What follows belongs to an exercise in optimizing a design on an open flow for small area; a production flow would make more cautious choices. Function was checked by simulation only, so behaviour that the tests miss may differ from the original. No activity file was given, so power comes from the tool's default toggle rates.

==> module SPC700_BCDAdj, before the edit <==
module SPC700_BCDAdj(
    input wire [7:0] A,
    input wire ADD,
    input wire CI,
    input wire HI,
    output wire [7:0] R,
    output wire CO
);
wire loGt9 = A[3] & (A[2] | A[1]);
wire hiGt9 = A[7] & (A[6] | A[5]);
wire hiIs9 = A[7:4] == 4'h9;
wire hiAdj = (CI == ~ADD) || hiGt9 || (hiIs9 && loGt9);
wire loAdj = (HI == ~ADD) || loGt9;
wire [7:0] delta = {1'b0, hiAdj, hiAdj, 2'b00, loAdj, loAdj, 1'b0};
SPC700_RAdd #(8) adj(.A(A), .B(delta ^ {8{ADD}}), .CI(ADD), .S(R), .CO());
assign CO = hiAdj ? ~ADD : CI;
endmodule
==> module SPC700_ALU, before the edit <==
module SPC700_ALU(
    input wire CLK,
    input wire EN,
    input wire [9:0] CTRL,   
    input wire [7:0] L,
    input wire [7:0] R,
    input wire w16,
    input wire CI,
    input wire VI,
    input wire ZI,
    input wire HI,
    input wire DivZI,
    input wire DivSI,
    input wire DivVI,
    input wire DivHI,
    output wire CO,
    output reg VO,
    output reg SO,
    output wire ZO,
    output wire HO,
    output wire [7:0] RES
);
reg [7:0] tIntR;
reg CR; reg COut; reg HOut; wire tZ; reg SaveC;
wire CIIn; wire ADDIn;
wire [7:0] AddR; wire [7:0] BCDR;
wire AddCO; wire AddVO; wire AddHO;
wire BCDCO;
reg [7:0] tResult;
always @* begin
    CR = CI;
    case(CTRL[9:7])
    3'b000 : begin
      CR = R[7];
      tIntR = {R[6:0],1'b0};
    end
    3'b001 : begin
      CR = R[7];
      tIntR = {R[6:0],CI};
    end
    3'b010 : begin
      CR = R[0];
      tIntR = {1'b0,R[7:1]};
    end
    3'b011 : begin
      CR = R[0];
      tIntR = {CI,R[7:1]};
    end
    3'b100 : begin
      tIntR = 8'h00;
    end
    3'b101 : begin
      tIntR = 8'h01;
    end
    3'b110 : begin
      tIntR = R;
    end
    3'b111 : begin
      tIntR =  ~R;
    end
    default : begin
    end
    endcase
  end
  always @(posedge CLK) begin
    if(EN == 1'b1 && CTRL[6] == 1'b1) begin
      SaveC <= AddCO;
    end
  end
  assign CIIn = CTRL[1] == 1'b1 ? SaveC : CTRL[3] == 1'b0 ? CI : CTRL[4];
  assign ADDIn =  ~CTRL[4];
  SPC700_AddSub AddSub(
    .A(L),
    .B(tIntR),
    .CI(CIIn),
    .ADD(ADDIn),
    .S(AddR),
    .CO(AddCO),
    .VO(AddVO),
    .HO(AddHO));
  SPC700_BCDAdj BCD(
    .A(L),
    .ADD(CTRL[3]),
    .CI(CI),
    .HI(HI),
    .R(BCDR),
    .CO(BCDCO));
  always @* begin
    HOut = 1'b0;
    COut = CR;
    case(CTRL[6:3])
    4'b0000 : begin
      tResult = L | tIntR;
    end
    4'b0001 : begin
      tResult = L & tIntR;
    end
    4'b0010 : begin
      tResult = L ^ tIntR;
    end
    4'b0011 : begin
      tResult = tIntR;
    end
    4'b0100 : begin
      tResult = tIntR & ( ~L);
    end
    4'b0101 : begin
      tResult = tIntR | L;
    end
    4'b0110 : begin
      tResult = {tIntR[3:0],tIntR[7:4]};
    end
    4'b1000,4'b1010,4'b1001,4'b1011 : begin
      tResult = AddR;
      COut = AddCO;
      HOut = AddHO;
    end
    4'b1100,4'b1101 : begin
      tResult = BCDR;
      COut = BCDCO;
    end
    4'b1110 : begin
      tResult = tIntR;
    end
    4'b1111 : begin
      tResult = tIntR;
      HOut = DivHI;
    end
    default : begin
      tResult = 8'h00;
    end
    endcase
  end
  always @* begin
    VO = VI;
    SO = CTRL[6:4] == 3'b111 ? DivSI : tResult[7];
    case(CTRL[6:3])
    4'b1000 : begin
      VO = AddVO;
    end
    4'b1010 : begin
      VO = AddVO;
    end
    4'b1111 : begin
      VO = DivVI;
    end
    default : begin
    end
    endcase
  end
  assign tZ = CTRL[6:4] == 3'b111 ? DivZI : tResult == 8'h00 ? 1'b1 : 1'b0;
  assign ZO = w16 == 1'b1 ? ZI & tZ : tZ;
  assign CO = CTRL[0] == 1'b1 ? COut : CI;
  assign HO = CTRL[2] == 1'b1 ? HOut : HI;
  assign RES = tResult;
endmodule
Settings: LEC_CHECK=0, ABC_AREA=1, CAP_MARGIN=20, CORE_MARGIN=2, CORE_UTILIZATION=40, GPL_TIMING_DRIVEN=0, SETUP_SLACK_MARGIN=0.3, SLEW_MARGIN=20, SYNTH_MEMORY_MAX_BITS=262144; clock period 12.0 ns.
standard.sh (not shown) runs the stock make flow with config.mk's settings and CLKGATE_MAP_FILE= SYNTH_SCRIPT=/design/flow/synth_recipe.tcl, a recipe that flattens the netlist after the stock synthesis.
==> flow/flow/run.sh <==
#!/bin/bash
# The standard layout (the standard.sh, unchanged synthesis and steps),
# with two settings passed to it:
#  - the input and output ports are buffered with sky130_fd_sc_hd__buf_2
#    instead of the (larger) buffer ORFS picks by default;
#  - clock tree synthesis inserts no dummy loads.
# The full output of the run goes to standard.log in this folder; ORFS keeps
# each step's log under orfs/logs/.
set -euo pipefail
export BUFFER_PORTS_ARGS="-buffer_cell sky130_fd_sc_hd__buf_2"
export CTS_ARGS="-sink_clustering_enable -repair_clock_nets -dont_use_dummy_load"
bash standard.sh > standard.log 2>&1
Rerun with:
--- a/flow/design.v
+++ b/flow/design.v
@@ -2184,20 +2184,20 @@
 module SPC700_BCDAdj(
     input wire [7:0] A,
     input wire ADD,
     input wire CI,
     input wire HI,
-    output wire [7:0] R,
+    output wire [7:0] B,
     output wire CO
 );
 wire loGt9 = A[3] & (A[2] | A[1]);
 wire hiGt9 = A[7] & (A[6] | A[5]);
 wire hiIs9 = A[7:4] == 4'h9;
 wire hiAdj = (CI == ~ADD) || hiGt9 || (hiIs9 && loGt9);
 wire loAdj = (HI == ~ADD) || loGt9;
 wire [7:0] delta = {1'b0, hiAdj, hiAdj, 2'b00, loAdj, loAdj, 1'b0};
-SPC700_RAdd #(8) adj(.A(A), .B(delta ^ {8{ADD}}), .CI(ADD), .S(R), .CO());
+assign B = delta ^ {8{ADD}};
 assign CO = hiAdj ? ~ADD : CI;
 endmodule
 module SPC700_ALU(
     input wire CLK,
     input wire EN,
@@ -2221,11 +2221,12 @@
     output wire [7:0] RES
 );
 reg [7:0] tIntR;
 reg CR; reg COut; reg HOut; wire tZ; reg SaveC;
 wire CIIn; wire ADDIn;
-wire [7:0] AddR; wire [7:0] BCDR;
+wire [7:0] AddR; wire [7:0] BCDB;
+wire isBCD = CTRL[6:4] == 3'b110;
 wire AddCO; wire AddVO; wire AddHO;
 wire BCDCO;
 reg [7:0] tResult;
 always @* begin
     CR = CI;
@@ -2269,23 +2270,23 @@
   end
   assign CIIn = CTRL[1] == 1'b1 ? SaveC : CTRL[3] == 1'b0 ? CI : CTRL[4];
   assign ADDIn =  ~CTRL[4];
   SPC700_AddSub AddSub(
     .A(L),
-    .B(tIntR),
-    .CI(CIIn),
+    .B(isBCD ? BCDB : tIntR),
+    .CI(isBCD ? CTRL[3] : CIIn),
     .ADD(ADDIn),
     .S(AddR),
     .CO(AddCO),
     .VO(AddVO),
     .HO(AddHO));
   SPC700_BCDAdj BCD(
     .A(L),
     .ADD(CTRL[3]),
     .CI(CI),
     .HI(HI),
-    .R(BCDR),
+    .B(BCDB),
     .CO(BCDCO));
   always @* begin
     HOut = 1'b0;
     COut = CR;
     case(CTRL[6:3])
@@ -2314,11 +2315,11 @@
       tResult = AddR;
       COut = AddCO;
       HOut = AddHO;
     end
     4'b1100,4'b1101 : begin
-      tResult = BCDR;
+      tResult = AddR;
       COut = BCDCO;
     end
     4'b1110 : begin
       tResult = tIntR;
     end
The new run completed with no timing, DRC or antenna violations.
Sequential power went down slightly.
Design area drops slightly.
Synthesized area goes down slightly.
Global-route usage shrinks by 1.2 points.
Count of clock-buffer cells in the layout does not change.
Worst setup slack improves by 56 ps.
Final cell count is lower slightly.
Sequential share of layout area is about the same.
Fmax grows slightly.
Sequential cell count does not change.
Total power is lower by a few percent.
Utilization shrinks by 0.12 points.

-- static timing again, ports no longer ideal --
Ports are ideal in the flow. The routed layouts listed here were re-timed in OpenROAD.
Step 1 (the two cells are an assumption about what drives the block):
set clk [get_ports {CLK}]
set_driving_cell -lib_cell sky130_fd_sc_hd__clkbuf_16 $clk
set_driving_cell -lib_cell sky130_fd_sc_hd__buf_2 [delete_from_list [all_inputs] $clk]
Step 2 also shifts input and output timing later by t, the mid clock arrival at the registers, as if the neighbouring blocks saw the same clock.
Slacks: no drivers / after step 1 / after step 2; pairs: no drivers / after step 1.
| run | shift t [ns] | setup WS [ns] | worst slew at a driven data input, ns |
|---|---|---|---|
| the first run | 0.424 | 0.452 / 0.396 / 0.582 | 0.05 |
| the second run | 0.411 | 0.509 / 0.461 / 0.872 | 0.04 |
After both steps setup and hold are still met in every run listed.
